From an optimization exercise on the open Yosys and OpenROAD flow, aimed at small area and a short achievable clock period; shortcuts taken in it are not production practice. RTL that was checked went through simulation tests only; none was proved equivalent to the original.

==> inputs of 09-25 <==
Design Multiplier_Wrapper, start of the top module:
module Multiplier_Wrapper #(parameter N = 32, bits = N-1, prod = 2*bits+1)(
    input clk, rst,  
    input [bits:0] a_in, b_in,  
    output reg [prod:0] p  
    );
==> flow/config.mk <==
export PLATFORM = sky130hd
export DESIGN_NAME = Multiplier_Wrapper
export DESIGN_NICKNAME = Multiplier_Wrapper
export VERILOG_FILES = /design/flow/design.v
export SDC_FILE = /design/flow/constraint.sdc
export NUM_CORES = 4
export LEC_CHECK = 0
export CAP_MARGIN = 20
export CORE_MARGIN = 2
export CORE_UTILIZATION = 40
export SLEW_MARGIN = 20
export SYNTH_HIERARCHICAL = 1
export SYNTH_MINIMUM_KEEP_SIZE = 0
==> flow/constraint.sdc <==
create_clock -name core_clock -period 19.5 [get_ports {clk}]
set_input_delay 3.9000 -clock core_clock [delete_from_list [all_inputs] [get_ports {clk}]]
set_output_delay 3.9000 -clock core_clock [all_outputs]
set_load 0.01 [all_outputs]
standard.sh (not shown) runs the stock make flow with config.mk's settings and CLKGATE_MAP_FILE= SYNTH_SCRIPT=/design/flow/synth_recipe.tcl, a recipe that flattens the netlist after the stock synthesis.
==> flow/flow/run.sh <==
#!/bin/bash
# Standard ORFS layout, with repair_timing aiming for 12 ns of setup slack
# (the clock period and constraints are the design's own).
set -euo pipefail
bash standard.sh SETUP_SLACK_MARGIN=12 finish > standard_flow.log 2>&1
==> inputs of 10-10, as changes to 09-25 <==
==> flow/flow/run.sh (replaced) <==
#!/bin/bash
# Standard ORFS layout, with repair_timing aiming for 12 ns of setup slack
# (the clock period and constraints are the design's own).
set -euo pipefail
bash standard.sh SETUP_SLACK_MARGIN=12 RECOVER_POWER=100 finish > standard_flow.log 2>&1
==> summary of the runs <==
- 09-25 went through all stages and came out clean. 10-10 finished but failed the layout checks on capacitance limit, slew limit.
- In die area, 09-25 and 10-10 do not differ.
- In synthesized cell count, 10-10 and 09-25 do not differ.
- In wire length, 09-25 and 10-10 hardly differ.
- Global-route usage is the same in 10-10 and 09-25.
- Via count is about the same in 09-25 and 10-10.
- Between 09-25 and 10-10, the lower hold slack is in 10-10 (gap 0.0018 ns).
No functional check of the RTL was part of any run of this note.

==> inputs of 03-21 <==
Multiplier_Wrapper, a different RTL version from the one above (not shown whole).
Settings: LEC_CHECK=0, CAP_MARGIN=20, CORE_MARGIN=2, CORE_UTILIZATION=40, SLEW_MARGIN=20, SYNTH_HIERARCHICAL=1, SYNTH_MINIMUM_KEEP_SIZE=0; clock period 19.5 ns.
==> flow/flow/run.sh <==
#!/bin/bash
# The standard ORFS layout (the standard.sh, unchanged synthesis), with
# repair_timing asked to leave 13 ns of setup slack. The clock period and all
# constraints stay the design's own; the margin only makes the repair work harder.
set -euo pipefail
bash standard.sh SETUP_SLACK_MARGIN=13 finish > standard_flow.log 2>&1
==> 07-26 (differences from 03-21) <==
==> flow/flow/run.sh (replaced) <==
#!/bin/bash
# Layout flow: the standard ORFS flow (standard.sh, synthesis unchanged) with
#  - every synthesized cell first set to the smallest size of its family
#    (flow/downsize.tcl), so that the repair steps size up only what timing needs;
#  - repair_timing asked to leave 13 ns of setup slack. The clock period and all
#    constraints stay the design's own; the margin only makes the repair work harder.
# Each tool's output goes to a log file of its own in this folder.
set -euo pipefail
M=13
R=orfs/results/$FLOW_PLATFORM/Multiplier_Wrapper/base
bash standard.sh SETUP_SLACK_MARGIN=$M synth > synth.log 2>&1
RESULTS=$R LIB=$FLOW_HOME/platforms/$FLOW_PLATFORM/lib/sky130_fd_sc_hd__tt_025C_1v80.lib DONT_USE="" \
  openroad -no_init -exit flow/downsize.tcl > downsize.log 2>&1
bash standard.sh SETUP_SLACK_MARGIN=$M finish > finish.log 2>&1
==> flow/flow/downsize.tcl (new file) <==
# Set every cell to the smallest-area member of its drive-strength family
# (same cell function, e.g. a22oi_2 -> a22oi_1). The later repair steps of the
# flow size up whatever timing needs.
set results $::env(RESULTS)
read_liberty $::env(LIB)
read_db $results/1_synth.odb
set areas [dict create]
foreach lc [get_lib_cells *] {
  dict set areas [get_name $lc] [get_property $lc area]
}
set dont_use [list]
foreach p $::env(DONT_USE) { lappend dont_use $p }
set n 0
foreach inst [get_cells *] {
  set ref [get_property $inst ref_name]
  if { ![regexp {^(sky130_fd_sc_hd__[a-z0-9]+(?:_[a-z0-9]+)*?)_([0-9]+)$} $ref -> fam drv] } { continue }
  set best $ref
  set best_area [dict get $areas $ref]
  foreach cand [dict keys $areas "${fam}_*"] {
    if { ![regexp "^${fam}_\[0-9\]+\$" $cand] } { continue }
    if { [lsearch -exact $dont_use $cand] >= 0 } { continue }
    set a [dict get $areas $cand]
    if { $a < $best_area } { set best $cand; set best_area $a }
  }
  if { $best ne $ref } {
    replace_cell $inst $best
    incr n
  }
}
puts "downsized $n cells"
write_db $results/1_synth.odb
==> 10-02 (differences from 03-21) <==
==> flow/flow/run.sh (replaced) <==
#!/bin/bash
# Layout flow: the standard ORFS flow (standard.sh, synthesis unchanged) with
#  - every synthesized cell first set to the smallest size of its family
#    (flow/downsize.tcl), so that the repair steps size up only what timing needs;
#  - repair_timing asked to leave 14 ns of setup slack. The clock period and all
#    constraints stay the design's own; the margin only makes the repair work harder.
# Each tool's output goes to a log file of its own in this folder.
set -euo pipefail
M=14
R=orfs/results/$FLOW_PLATFORM/Multiplier_Wrapper/base
bash standard.sh SETUP_SLACK_MARGIN=$M synth > synth.log 2>&1
RESULTS=$R LIB=$FLOW_HOME/platforms/$FLOW_PLATFORM/lib/sky130_fd_sc_hd__tt_025C_1v80.lib DONT_USE="" \
  openroad -no_init -exit flow/downsize.tcl > downsize.log 2>&1
bash standard.sh SETUP_SLACK_MARGIN=$M finish > finish.log 2>&1
==> flow/flow/downsize.tcl (new file) <==
# Set every cell to the smallest-area member of its drive-strength family
# (same cell function, e.g. a22oi_2 -> a22oi_1). The later repair steps of the
# flow size up whatever timing needs.
set results $::env(RESULTS)
read_liberty $::env(LIB)
read_db $results/1_synth.odb
set areas [dict create]
foreach lc [get_lib_cells *] {
  dict set areas [get_name $lc] [get_property $lc area]
}
set dont_use [list]
foreach p $::env(DONT_USE) { lappend dont_use $p }
set n 0
foreach inst [get_cells *] {
  set ref [get_property $inst ref_name]
  if { ![regexp {^(sky130_fd_sc_hd__[a-z0-9]+(?:_[a-z0-9]+)*?)_([0-9]+)$} $ref -> fam drv] } { continue }
  set best $ref
  set best_area [dict get $areas $ref]
  foreach cand [dict keys $areas "${fam}_*"] {
    if { ![regexp "^${fam}_\[0-9\]+\$" $cand] } { continue }
    if { [lsearch -exact $dont_use $cand] >= 0 } { continue }
    set a [dict get $areas $cand]
    if { $a < $best_area } { set best $cand; set best_area $a }
  }
  if { $best ne $ref } {
    replace_cell $inst $best
    incr n
  }
}
puts "downsized $n cells"
write_db $results/1_synth.odb
==> impl_metrics.csv <==
group,metric,value,unit
status,so_faults,"antenna rules",
worst_setup_path,worstPathCellList,"clkbuf_8 -> a22oi_2 -> xnor2_1 -> fa_1 -> fa_1 -> fa_1 -> fa_1 -> fa_1 -> fa_1 -> ha_1 -> inv_1 -> nor2_1 -> nand2_1 -> nor2_1 -> nand2_1 -> o21ai_2 -> a21oi_2 -> xnor2_1",
finish,seq_share,10.7,%
sta,setup_slack,13.14,ns
worst_setup_path,cp-endpoint,"p[62]$_DFFE_PN_",
routing,ant_nets,1,
status,outcome,"complete, but fails checks",
worst_setup_path,worst_r2r_endpoint,"p[62]$_DFFE_PN_",
clock_tree,clock_latency,0.52,ns
floorplan,die_width,278,um
worst_setup_path,r2r_setup_slack,13.14,ns
(the above is from 03-21)
==> impl_metrics.csv <==
group,metric,value,unit
status,outcome,"complete, no violations",
sta,slew-limit-headroom,29.1,%
worst_setup_path,crit_fanout,32,
worst_setup_path,worstPathRequired,19.75,ns
routing,drc,0,
worst_setup_path,cp-endpoint,"p[39]$_DFFE_PN_",
sta,setup_slack,13.19,ns
clock_tree,cts_buffers,17,
worst_setup_path,r2r_setup_slack,13.19,ns
floorplan,die_width,262,um
routing,ant_nets,0,
finish,final-seq-area,3660,sq um
finish,seq_share,12.0,%
clock_tree,clock_latency,0.52,ns
worst_setup_path,worstPathCellList,"buf_4 -> a22oi_1 -> xnor2_1 -> fa_1 -> fa_1 -> fa_1 -> fa_1 -> fa_1 -> fa_1 -> ha_1 -> inv_1 -> o21ai_0 -> a21oi_1 -> o21ai_0 -> a21oi_1 -> o21ai_0 -> a21oi_2 -> o21ai_1 -> xor2_1",
worst_setup_path,worst_r2r_endpoint,"p[39]$_DFFE_PN_",
(the above is from 07-26)
==> impl_metrics.csv <==
group,metric,value,unit
status,outcome,"complete, no violations",
clock_tree,h-tree-depth,4,
floorplan,die_width,262,um
finish,seq_share,10.3,%
worst_setup_path,worst_r2r_endpoint,"p[27]$_DFFE_PN_",
worst_setup_path,worstPathCellList,"buf_6 -> buf_4 -> a22oi_1 -> xnor2_1 -> fa_2 -> fa_1 -> fa_2 -> fa_1 -> fa_2 -> ha_4 -> inv_1 -> nor2_4 -> nand2_1 -> nor2_4 -> nand2_1 -> o21ai_4 -> inv_1 -> o21ai_2 -> xor2_2",
worst_setup_path,r2r_setup_slack,13.67,ns
global_route,busiest_layer,"met2",
clock_tree,clock_latency,0.54,ns
worst_setup_path,path_class,"flip-flop to flip-flop",
sta,finalSetupViolCount,0,
routing,drt-met1-wl,41.7,mm
worst_setup_path,cp-endpoint,"p[27]$_DFFE_PN_",
routing,ant_nets,0,
sta,setup_slack,13.67,ns
(the above is from 10-02)

-- what the ideal ports hide --
In the flow no input, the clock included, has a driving cell. The finished layouts below were timed again as built, in two steps.
Step 1 sets driving cells, clkbuf_16 on the clock port and buf_2 on the other inputs (assumed; they add their load-dependent delay and slew).
Step 2, shift: input delay + t, output delay - t, t = (earliest + latest rising clock arrival at the registers) / 2. This alone moves slack from input paths to output paths.
Three values: ideal ports, drivers, drivers and shift; two values: the first two.
run	t, ns	setup slack, ns	hold slack, ns
09-25	0.551	12.206 / 12.206 / 12.206	0.815 / 0.815 / 0.815
10-10	0.548	10.568 / 10.568 / 10.568	0.813 / 0.813 / 0.813
03-21	0.572	13.137 / 13.137 / 13.137	1.186 / 1.186 / 1.186
07-26	0.566	13.192 / 13.192 / 13.192	1.081 / 1.081 / 1.081
10-02	0.583	13.667 / 13.667 / 13.667	1.021 / 1.021 / 1.021
